Background: an optimization exercise with open tools, aiming at small area. Do not read the settings as production practice.
Only simulation tests tie the RTL to the original design; equivalence was not proved.
The clock input has no modelled driver; a real chip could not lean on it and would need a root buffer or a full tree.
Power and IR drop assume default switching activity.

**design.v**
```verilog
module calculator(
	input newkey,
	input [4:0] keycode,
	input clk,
	input rst,
	output reg [19:0] x,
	output reg led
	);
	reg [19:0] y;
	reg op;				 
	reg [4:0] cnt;		 
	wire kdig = keycode[4] | (keycode[2:0] == 3'd7);
	wire kop  = ~keycode[4] & ((keycode[2:0] == 3'd1) | (keycode[2:0] == 3'd2));
	wire keq  = ~keycode[4] & (keycode[2:0] == 3'd3);
	wire kca  = ~keycode[4] & (keycode[2:0] == 3'd4);
	wire eqmode = (cnt >= 5'd12);
	wire busy   = eqmode | (cnt[4:2] == 3'b001);
	wire mul    = eqmode & op;
	wire [19:0] t = {x[18:0], x[19]};
	wire xi = t[0];
	wire en = eqmode & (op ? xi : (cnt == 5'd31));
	wire [19:0] m;
	genvar g;
	generate for (g = 0; g < 20; g = g + 1) begin : gm
		assign m[g] = ~eqmode | (cnt >= g + 12);
	end endgenerate
	wire [19:0] ya = y & {20{en}};
	wire [19:0] ta = t | ~m;
	wire [20:0] c;
	wire [19:0] s;
	wire a0 = t[0] & ~mul;
	assign s[0] = a0 ^ ya[0];
	assign c[1] = a0 & ya[0];
	assign c[0] = 1'b0;
	generate for (g = 1; g < 20; g = g + 1) begin : ga
		assign {c[g+1], s[g]} = ta[g] + ya[g] + c[g];
	end endgenerate
	wire [19:0] nx = (s & m) | (t & ~m);
	wire ovf = c[20];
	always @(posedge clk) begin
		if (rst) begin
			x <= 20'd0;
			y <= 20'd0;
			op <= 1'b0;
			led <= 1'b0;
			cnt <= 5'd0;
		end else if (busy) begin
			x <= nx;
			led <= led | ovf;
			cnt <= cnt + 5'd1;
		end else if (newkey) begin
			if (kdig) begin
				x[19:16] <= keycode[3:0];
				led <= 1'b0;
				cnt <= 5'd4;
			end else if (kop) begin
				y <= x;
				x <= 20'd0;
				op <= keycode[1];
				led <= 1'b0;
			end else if (keq) begin
				led <= 1'b0;
				cnt <= 5'd12;
			end else if (kca) begin
				x <= 20'd0;
				y <= 20'd0;
				op <= 1'b0;
				led <= 1'b0;
			end
		end
	end
endmodule
```
**flow/run.sh**
```bash
#!/bin/bash
# Own flow: the standard synthesis, then the combinational logic between the
# registers is re-mapped for area (ABC deepsyn + area-oriented mapping); the
# registers stay exactly as the standard synthesis made them. The rest of the
# layout is the standard flow. Each tool's output goes to a log here.
set -euo pipefail
W=$PWD
F=$W/flow
R=$W/orfs/results/$FLOW_PLATFORM/calculator/base
LIB=$FLOW_HOME/platforms/sky130hd/lib/sky130_fd_sc_hd__tt_025C_1v80.lib
YOSYS=${YOSYS_EXE:-$(command -v yosys || echo $FLOW_HOME/../tools/install/yosys/bin/yosys)}
OPENROAD=${OPENROAD_EXE:-$(command -v openroad || echo $FLOW_HOME/../tools/install/OpenROAD/bin/openroad)}

bash standard.sh synth > $W/log_1_standard_synth.log 2>&1

cp $R/1_2_yosys.v $W/std_1_2_yosys.v
python3 $F/genmodels.py $LIB $W/cellmodels.v > $W/log_2_models.log 2>&1
printf 'set_driving_cell sky130_fd_sc_hd__buf_1\nset_load 5\n' > $W/abc.constr
DU=$(sed 's/^/-dont_use /' $F/dont_use.txt | tr '\n' ' ')
remap() {
  local k=$1
  echo "strash; &get -n; &deepsyn -T 100 -S $k; &put; dch -f; &get -n; &nf -a; &put; topo; stime -c" > $W/area_$k.abc
  cat > $W/remap_$k.ys <<EOS
read_liberty -lib $LIB
read_verilog $W/std_1_2_yosys.v
hierarchy -top $FLOW_TOP
techmap -map $W/cellmodels.v
simplemap
opt -purge
abc -liberty $LIB $DU -script $W/area_$k.abc -constr $W/abc.constr
opt_clean -purge
hilomap -singleton -hicell sky130_fd_sc_hd__conb_1 HI -locell sky130_fd_sc_hd__conb_1 LO
splitnets
opt_clean -purge
write_verilog -noattr -noexpr -nohex -nodec $W/remap_$k.v
tee -o $W/remap_stat_$k.txt stat -liberty $LIB
EOS
  $YOSYS -s $W/remap_$k.ys > $W/log_3_remap_$k.log 2>&1 \
    && python3 $F/samereg.py $W/std_1_2_yosys.v $W/remap_$k.v > $W/log_4_samereg_$k.log 2>&1 \
    && awk '/Chip area/ {print $NF}' $W/remap_stat_$k.txt > $W/remap_area_$k.txt
}
for k in 1 2 3 4; do remap $k & done
wait || true
for k in 5 6 7 8; do remap $k & done
wait || true
for k in 9 10 11 12; do remap $k & done
wait || true
best=""
for k in 1 2 3 4 5 6 7 8 9 10 11 12; do
  if [[ -s $W/remap_area_$k.txt ]]; then echo "$(cat $W/remap_area_$k.txt) $k"; fi
done > $W/remap_areas.txt
if [[ -s $W/remap_areas.txt ]]; then best=$(sort -n $W/remap_areas.txt | head -1 | cut -d' ' -f2); fi
if [[ -n "$best" ]]; then
  cp $W/remap_$best.v $R/1_2_yosys.v
  rm -f $R/1_synth.odb $R/1_synth.sdc
  echo "using the re-mapped netlist $best" > $W/log_5_choice.log
else
  echo "re-map failed; keeping the standard netlist" > $W/log_5_choice.log
fi

# Port buffers: the smallest buffer; clock tree: no dummy loads.
ARGS=("BUFFER_PORTS_ARGS=-buffer_cell sky130_fd_sc_hd__buf_1"
      "CTS_ARGS=-sink_clustering_enable -repair_clock_nets -dont_use_dummy_load -buf_list sky130_fd_sc_hd__clkbuf_8 -root_buf sky130_fd_sc_hd__clkbuf_8")
bash standard.sh "${ARGS[@]}" cts > $W/log_6_standard_cts.log 2>&1

# The clock tree: half as many leaf buffers, each a clkbuf_16, and a small
# root buffer that only drives them.
cp $R/4_cts.odb $W/cts_before_edit.odb
if ODB=$R/4_cts.odb CLK_PORT=clk ROOT_CELL=sky130_fd_sc_hd__clkbuf_2 LEAF_CELL=sky130_fd_sc_hd__clkbuf_16 \
   $OPENROAD -no_init -exit $F/clocktree.tcl > $W/log_7_clocktree.log 2>&1; then
  touch $R/4_cts.sdc
else
  cp $W/cts_before_edit.odb $R/4_cts.odb
  touch $R/4_cts.sdc
fi

bash standard.sh "${ARGS[@]}" finish > $W/log_8_standard_finish.log 2>&1
```
**flow/clocktree.tcl**
```tcl
# Shrinks the clock tree that CTS built (a root buffer driving leaf buffers)
# to a root buffer and half as many leaf buffers: the sinks of each pair of
# leaves (taken in order of position) go to one of them. Environment: ODB,
# CLK_PORT, ROOT_CELL, LEAF_CELL (ODB is read and written).
read_db $::env(ODB)
set db [ord::get_db]
set block [ord::get_db_block]
set clknet [$block findNet $::env(CLK_PORT)]
set its [$clknet getITerms]
if {[llength $its] != 1} { error "clock port does not drive exactly one cell" }
set root [[lindex $its 0] getInst]
set rootnet [[$root findITerm X] getNet]
set leaves {}
foreach it [$rootnet getITerms] {
  set inst [$it getInst]
  if {$inst == $root} continue
  if {![string match "sky130_fd_sc_hd__clkbuf_*" [[$inst getMaster] getName]]} { error "root drives a non-buffer" }
  set on [[$inst findITerm X] getNet]
  foreach s [$on getITerms] {
    set si [$s getInst]
    if {$si != $inst && [string match "sky130_fd_sc_hd__clkbuf_*" [[$si getMaster] getName]]} { error "tree deeper than two levels" }
  }
  lappend leaves [list [lindex [$inst getLocation] 0] [lindex [$inst getLocation] 1] $inst]
}
set leaves [lsort -real -index 0 $leaves]
puts "root [$root getName] drives [llength $leaves] leaf buffers"
if {[llength $leaves] % 2 != 0} { error "odd number of leaves" }
for {set i 0} {$i < [llength $leaves]} {incr i 2} {
  set keep [lindex [lindex $leaves $i] 2]
  set gone [lindex [lindex $leaves [expr {$i+1}]] 2]
  set keepnet [[$keep findITerm X] getNet]
  set gonenet [[$gone findITerm X] getNet]
  foreach s [$gonenet getITerms] {
    if {[$s getInst] == $gone} continue
    $s disconnect
    $s connect $keepnet
  }
  odb::dbInst_destroy $gone
  odb::dbNet_destroy $gonenet
  $keep swapMaster [$db findMaster $::env(LEAF_CELL)]
}
$root swapMaster [$db findMaster $::env(ROOT_CELL)]
detailed_placement
check_placement -verbose
write_db $::env(ODB)
```
**flow/dont_use.txt**
```
sky130_fd_sc_hd__probe_p_8
sky130_fd_sc_hd__probec_p_8
sky130_fd_sc_hd__lpflow_bleeder_1
sky130_fd_sc_hd__lpflow_clkbufkapwr_1
sky130_fd_sc_hd__lpflow_clkbufkapwr_16
sky130_fd_sc_hd__lpflow_clkbufkapwr_2
sky130_fd_sc_hd__lpflow_clkbufkapwr_4
sky130_fd_sc_hd__lpflow_clkbufkapwr_8
sky130_fd_sc_hd__lpflow_clkinvkapwr_1
sky130_fd_sc_hd__lpflow_clkinvkapwr_16
sky130_fd_sc_hd__lpflow_clkinvkapwr_2
sky130_fd_sc_hd__lpflow_clkinvkapwr_4
sky130_fd_sc_hd__lpflow_clkinvkapwr_8
sky130_fd_sc_hd__lpflow_decapkapwr_12
sky130_fd_sc_hd__lpflow_decapkapwr_3
sky130_fd_sc_hd__lpflow_decapkapwr_4
sky130_fd_sc_hd__lpflow_decapkapwr_6
sky130_fd_sc_hd__lpflow_decapkapwr_8
sky130_fd_sc_hd__lpflow_inputiso0n_1
sky130_fd_sc_hd__lpflow_inputiso0p_1
sky130_fd_sc_hd__lpflow_inputiso1n_1
sky130_fd_sc_hd__lpflow_inputiso1p_1
sky130_fd_sc_hd__lpflow_inputisolatch_1
sky130_fd_sc_hd__lpflow_isobufsrc_1
sky130_fd_sc_hd__lpflow_isobufsrc_16
sky130_fd_sc_hd__lpflow_isobufsrc_2
sky130_fd_sc_hd__lpflow_isobufsrc_4
sky130_fd_sc_hd__lpflow_isobufsrc_8
sky130_fd_sc_hd__lpflow_isobufsrckapwr_16
sky130_fd_sc_hd__lpflow_lsbuf_lh_hl_isowell_tap_1
sky130_fd_sc_hd__lpflow_lsbuf_lh_hl_isowell_tap_2
sky130_fd_sc_hd__lpflow_lsbuf_lh_hl_isowell_tap_4
sky130_fd_sc_hd__lpflow_lsbuf_lh_isowell_4
sky130_fd_sc_hd__lpflow_lsbuf_lh_isowell_tap_1
sky130_fd_sc_hd__lpflow_lsbuf_lh_isowell_tap_2
sky130_fd_sc_hd__lpflow_lsbuf_lh_isowell_tap_4
```
**flow/genmodels.py**
```python
# Writes a Verilog model (assign statements) for every combinational cell of a liberty file.
# usage: genmodels.py LIB OUT.v
import re,sys
t=open(sys.argv[1]).read()
cells=re.split(r'\n\s*cell\s*\(',t)[1:]
out=[]
for c in cells:
    name=re.match(r'\s*"?(\w+)"?',c).group(1)
    if re.search(r'\b(ff|latch|statetable)\s*\(',c): continue
    pins=re.findall(r'\n\s*pin\s*\(\s*"?(\w+)"?\s*\)\s*\{(.*?)\n\s{8}\}',c,re.S)
    if not pins: continue
    ins=[];outs=[]
    for p,body in pins:
        d=re.search(r'direction\s*:\s*"?(\w+)',body)
        if not d: continue
        if d.group(1)=='input': ins.append(p)
        elif d.group(1)=='output':
            f=re.search(r'function\s*:\s*"([^"]*)"',body)
            if not f: break
            outs.append((p,f.group(1)))
    else:
        if not outs: continue
        if 'lpflow' in name or 'probe' in name: continue
        expr=lambda f: f.replace('!','~').replace('+','|').replace('*','&')
        ports=ins+[o for o,_ in outs]
        s=f"module {name}({', '.join(ports)});\n"
        for i in ins: s+=f"  input {i};\n"
        for o,f in outs: s+=f"  output {o};\n  assign {o} = {expr(f)};\n"
        s+="endmodule\n"
        out.append(s)
open(sys.argv[2],'w').write('\n'.join(out))
print(len(out), 'cell models')
```
**flow/samereg.py**
```python
# Checks that two netlists have the same sequential cells: same instance names,
# same cell types, same clock. usage: samereg.py std.v new.v
import re, sys
def regs(path):
    t = open(path).read()
    out = {}
    for m in re.finditer(r'(sky130_fd_sc_hd__(?:df|edf|sdf|sedf|dlx|dlr|dlclkp|sdlclkp)\w*)\s+(\S+)\s*\((.*?)\);', t, re.S):
        conns = dict(re.findall(r'\.(\w+)\(([^()]*)\)', m.group(3)))
        out[m.group(2)] = (m.group(1), conns.get('CLK','').strip())
    return out
a, b = regs(sys.argv[1]), regs(sys.argv[2])
print(len(a), 'registers in the standard netlist,', len(b), 'in the re-mapped one')
bad = [k for k in set(a) | set(b) if a.get(k) != b.get(k)]
for k in bad[:20]:
    print('differs:', k, a.get(k), b.get(k))
sys.exit(1 if bad or not a else 0)
```
**standard.sh**
```bash
#!/bin/bash
# synth_recipe.tcl (not shown) runs the flow's synth.tcl, then flattens the netlist and writes it again
# the make line also repeats each setting of config.mk as NAME=value (left out here)
make -C /OpenROAD-flow-scripts/flow DESIGN_CONFIG=/design/flow/config.mk WORK_HOME=/design/flow/orfs CLKGATE_MAP_FILE= SYNTH_SCRIPT=/design/flow/synth_recipe.tcl "${@:-finish}"
```
**config.mk**
```make
export PLATFORM = sky130hd
export DESIGN_NAME = calculator
export DESIGN_NICKNAME = calculator
export VERILOG_FILES = /design/flow/design.v
export SDC_FILE = /design/flow/constraint.sdc
export NUM_CORES = 4
export LEC_CHECK = 0
export CAP_MARGIN = 20
export CORE_MARGIN = 2
export CORE_UTILIZATION = 40
export SLEW_MARGIN = 20
```
**constraint.sdc**
```tcl
create_clock -name core_clock -period 10.0 [get_ports {clk}]
set_input_delay 2.0000 -clock core_clock [delete_from_list [all_inputs] [get_ports {clk}]]
set_output_delay 2.0000 -clock core_clock [all_outputs]
set_load 0.01 [all_outputs]
```
==> summary.txt <==
## cell usage in the layout, fill, tap and decap left out, drive strengths merged, types with 4 or more instances in the layout
cell     n
dfxtp   47
buf     32
nor2    28
a22o    28
nand2   25
o21ai   25
a21oi   18
clkinv  15
nor3    13
xnor2    6
or2      6
and3     6
a21o     6
nor3b    6
xor2     6
nand3    5
o31ai    5
and2     4
a31oi    4
nor2b    4
## per-layer routing
metal | track usage (%) | vias to the layer above | routed length [um] | part of all wire [%]
li1 | - | 1154 | - | -
met1 | 26.1 | 1006 | 2970 | 51
met2 | 31.0 | 38 | 2640 | 45
met3 | 2.44 | 4 | 212 | 3.6
met4 | 3.22 | 0 | 34 | 0.58
met5 | 0 | - | 0 | 0
## metrics by stage
stage | std cells | setup slack, ns | hold WS, ns | total power (W) | area (um2)
2_1_floorplan | 290 | 2.69 | 0.450 | 0.000219 | 2390
3_3_place_gp | 397 | 2.21 | 0.468 | 0.000233 | 2630
3_5_place_dp | 397 | 2.01 | 0.476 | 0.000233 | 2630
4_1_cts | 402 | 1.95 | 0.489 | 0.000337 | 2700
5_1_grt | 400 | 1.17 | 0.531 | 0.000338 | 2680
6_report | 400 | 1.87 | 0.490 | 0.000324 | 2680
## area by class of cell
cell class / instances / area [um2] / area share, %
Inverter: 15 / 56.3 / 2.10
Clock buffer: 3 / 55.1 / 2.05
Timing Repair Buffer: 32 / 135 / 5.04
Tap cell: 75 / 93.8 / 3.50
Sequential cell: 47 / 941 / 35.1
Multi-Input combinational cell: 228 / 1400 / 52.2
## flip-flops by register name (all words and copies together) (netlist names)
register,flops
op,1
led,1
cnt,5
y,20
x,20
## power by group through the flow
stage	Combinational [W]	Clock, W	Sequential (W)
after global placement	0.0000324	0	0.000200
after floorplan	0.0000192	0	0.000200
after global routing	0.0000364	0.000104	0.000197
after CTS	0.0000326	0.000109	0.000196
after detailed placement	0.0000324	0	0.000200
final	0.0000325	0.0000949	0.000196
## worst min-delay path, delay by kind of cell, from the launching register on
family	cells	cell delay (ns)
buffers and inverters	1	0.06
AO/OA/AOI/OAI	1	0.07
flip-flops	1	0.32
## final timing paths
check	from	to	slack (ns)
hold / removal	y[19]	y[19]	0.49
setup / recovery	op	x[19]	1.87
hold reg to reg	y[19]	y[19]	0.49
setup reg to reg	op	x[19]	1.87
==> impl_metrics.env <==
export IMPL_dpl_hpwl_um=4230
export IMPL_final_util_pct=45.9
export IMPL_max_vdd_ir_drop_mv=0.0728
export IMPL_sw_frac_of_total_pct=25.8
export IMPL_ant_nets=0
export IMPL_leakagePower_nw=0.957
export IMPL_setup_tns_ns=0
export IMPL_drt_wl_total_um=5860
export IMPL_worstPathRequired_ns=10.27
export IMPL_die_width_um=81.4
export IMPL_grt_pass1_wl_um=9770
export IMPL_syn_inst=290
export IMPL_outcome="complete, no violations"
export IMPL_path_class="flop to flop"
export IMPL_hold_path_class="flop to flop"
export IMPL_finalClockSkew_ns=0.0170
export IMPL_finalCriticalPeriod_ns=8.13
export IMPL_vias=2202
export IMPL_worst_r2r_cell_count=34
export IMPL_fillers=590
export IMPL_postCtsSetupRepairBufs=0
export IMPL_drc=0
export IMPL_slew_headroom_pct=45.0
export IMPL_postCtsHoldBufs=0
export IMPL_clk_pin_slew_ns=0.10
export IMPL_syn_nets=298
export IMPL_dieArea_um2=6620
export IMPL_hold_viol_final=0
export IMPL_critPathBufInv=0
export IMPL_slowest_stage="or4_1"
export IMPL_worst_path_largest_cell_delay_ns=0.53
export IMPL_start_kind="flop"
export IMPL_setup_viol=0
export IMPL_worst_pin_slew_ns=0.823
export IMPL_dr_first_iter_drc_count=96
export IMPL_p_per_area_nw_per_um2=121
export IMPL_worstPathMaxFanout=5
export IMPL_io_pins=29
export IMPL_areaGrowthSynthToFinish_pct=12.1
export IMPL_avgViaCountPerCell=5.51
export IMPL_holdPathStages=2
export IMPL_path_depth=34
export IMPL_synth_area_um2=2390
export IMPL_firstDrtPassIters=4
export IMPL_start_util_pct=40.9
export IMPL_num_antenna_cells=0
export IMPL_grt_max_degree=26
export IMPL_clkLatencyLatePin_ns=0.35
export IMPL_drv_slew=0
export IMPL_finalCritPeriodShare_pct=81.3
export IMPL_clock_power_share_pct=29.3
export IMPL_grt_pass1_vias=2052
export IMPL_crit_path_end_kind="flop"
export IMPL_port_buffers=28
export IMPL_grt_overflow_total=0
export IMPL_core_um2=5850
export IMPL_rsz0062_at_grt="false"
export IMPL_fin_nets=335
export IMPL_antenna_found_initial=0
export IMPL_yosys_warnings=1
export IMPL_crit_family="compound AO/OA/AOI/OAI gates"
export IMPL_seqPwrFrac_pct=60.6
export IMPL_p_comb_share_pct=10.1
export IMPL_fmax_mhz=123
export IMPL_layout_drive_gt1_share_pct=2.46
export IMPL_syn_avg_cell_area_um2=8.25
export IMPL_row_count=28
export IMPL_post_cts_resized=0
export IMPL_grtUsageTotal_pct=18.7
export IMPL_drv_cap=0
export IMPL_clock_sinks=47
export IMPL_avgRoutedWirePerCell_um=14.6
export IMPL_internal_power_w=0.000240
export IMPL_gp_congestion=0.844
export IMPL_die_h_um=81.4
export IMPL_cp_data_arrival_time_ns=8.39
export IMPL_p_sw_w=0.0000835

## static timing again, ports no longer ideal
In the flow no input, the clock included, has a driving cell. The finished layout below was timed again as built, in two steps.
Step 1 assumes that a clkbuf_16 drives the clock port and a buf_2 every other input.
Step 2, shift: input delay + t, output delay - t, t = (earliest + latest rising clock arrival at the registers) / 2. This alone moves slack from input paths to output paths.
a / b / c = no drivers / after step 1 / after step 2; a / b = the first two.
t (ns): 0.372
slack for setup (ns): 1.875 / 1.875 / 1.875
worst hold slack (ns): 0.490 / 0.490 / 0.490
clock arrival spread, ns: 0.017 / 0.017
worst slew at a driven data input, ns: 0.03
After both steps this run still meets setup and hold. For this run, drivers alone change the setup slack by 0.000 ns; drivers and shift together by 0.000 ns.
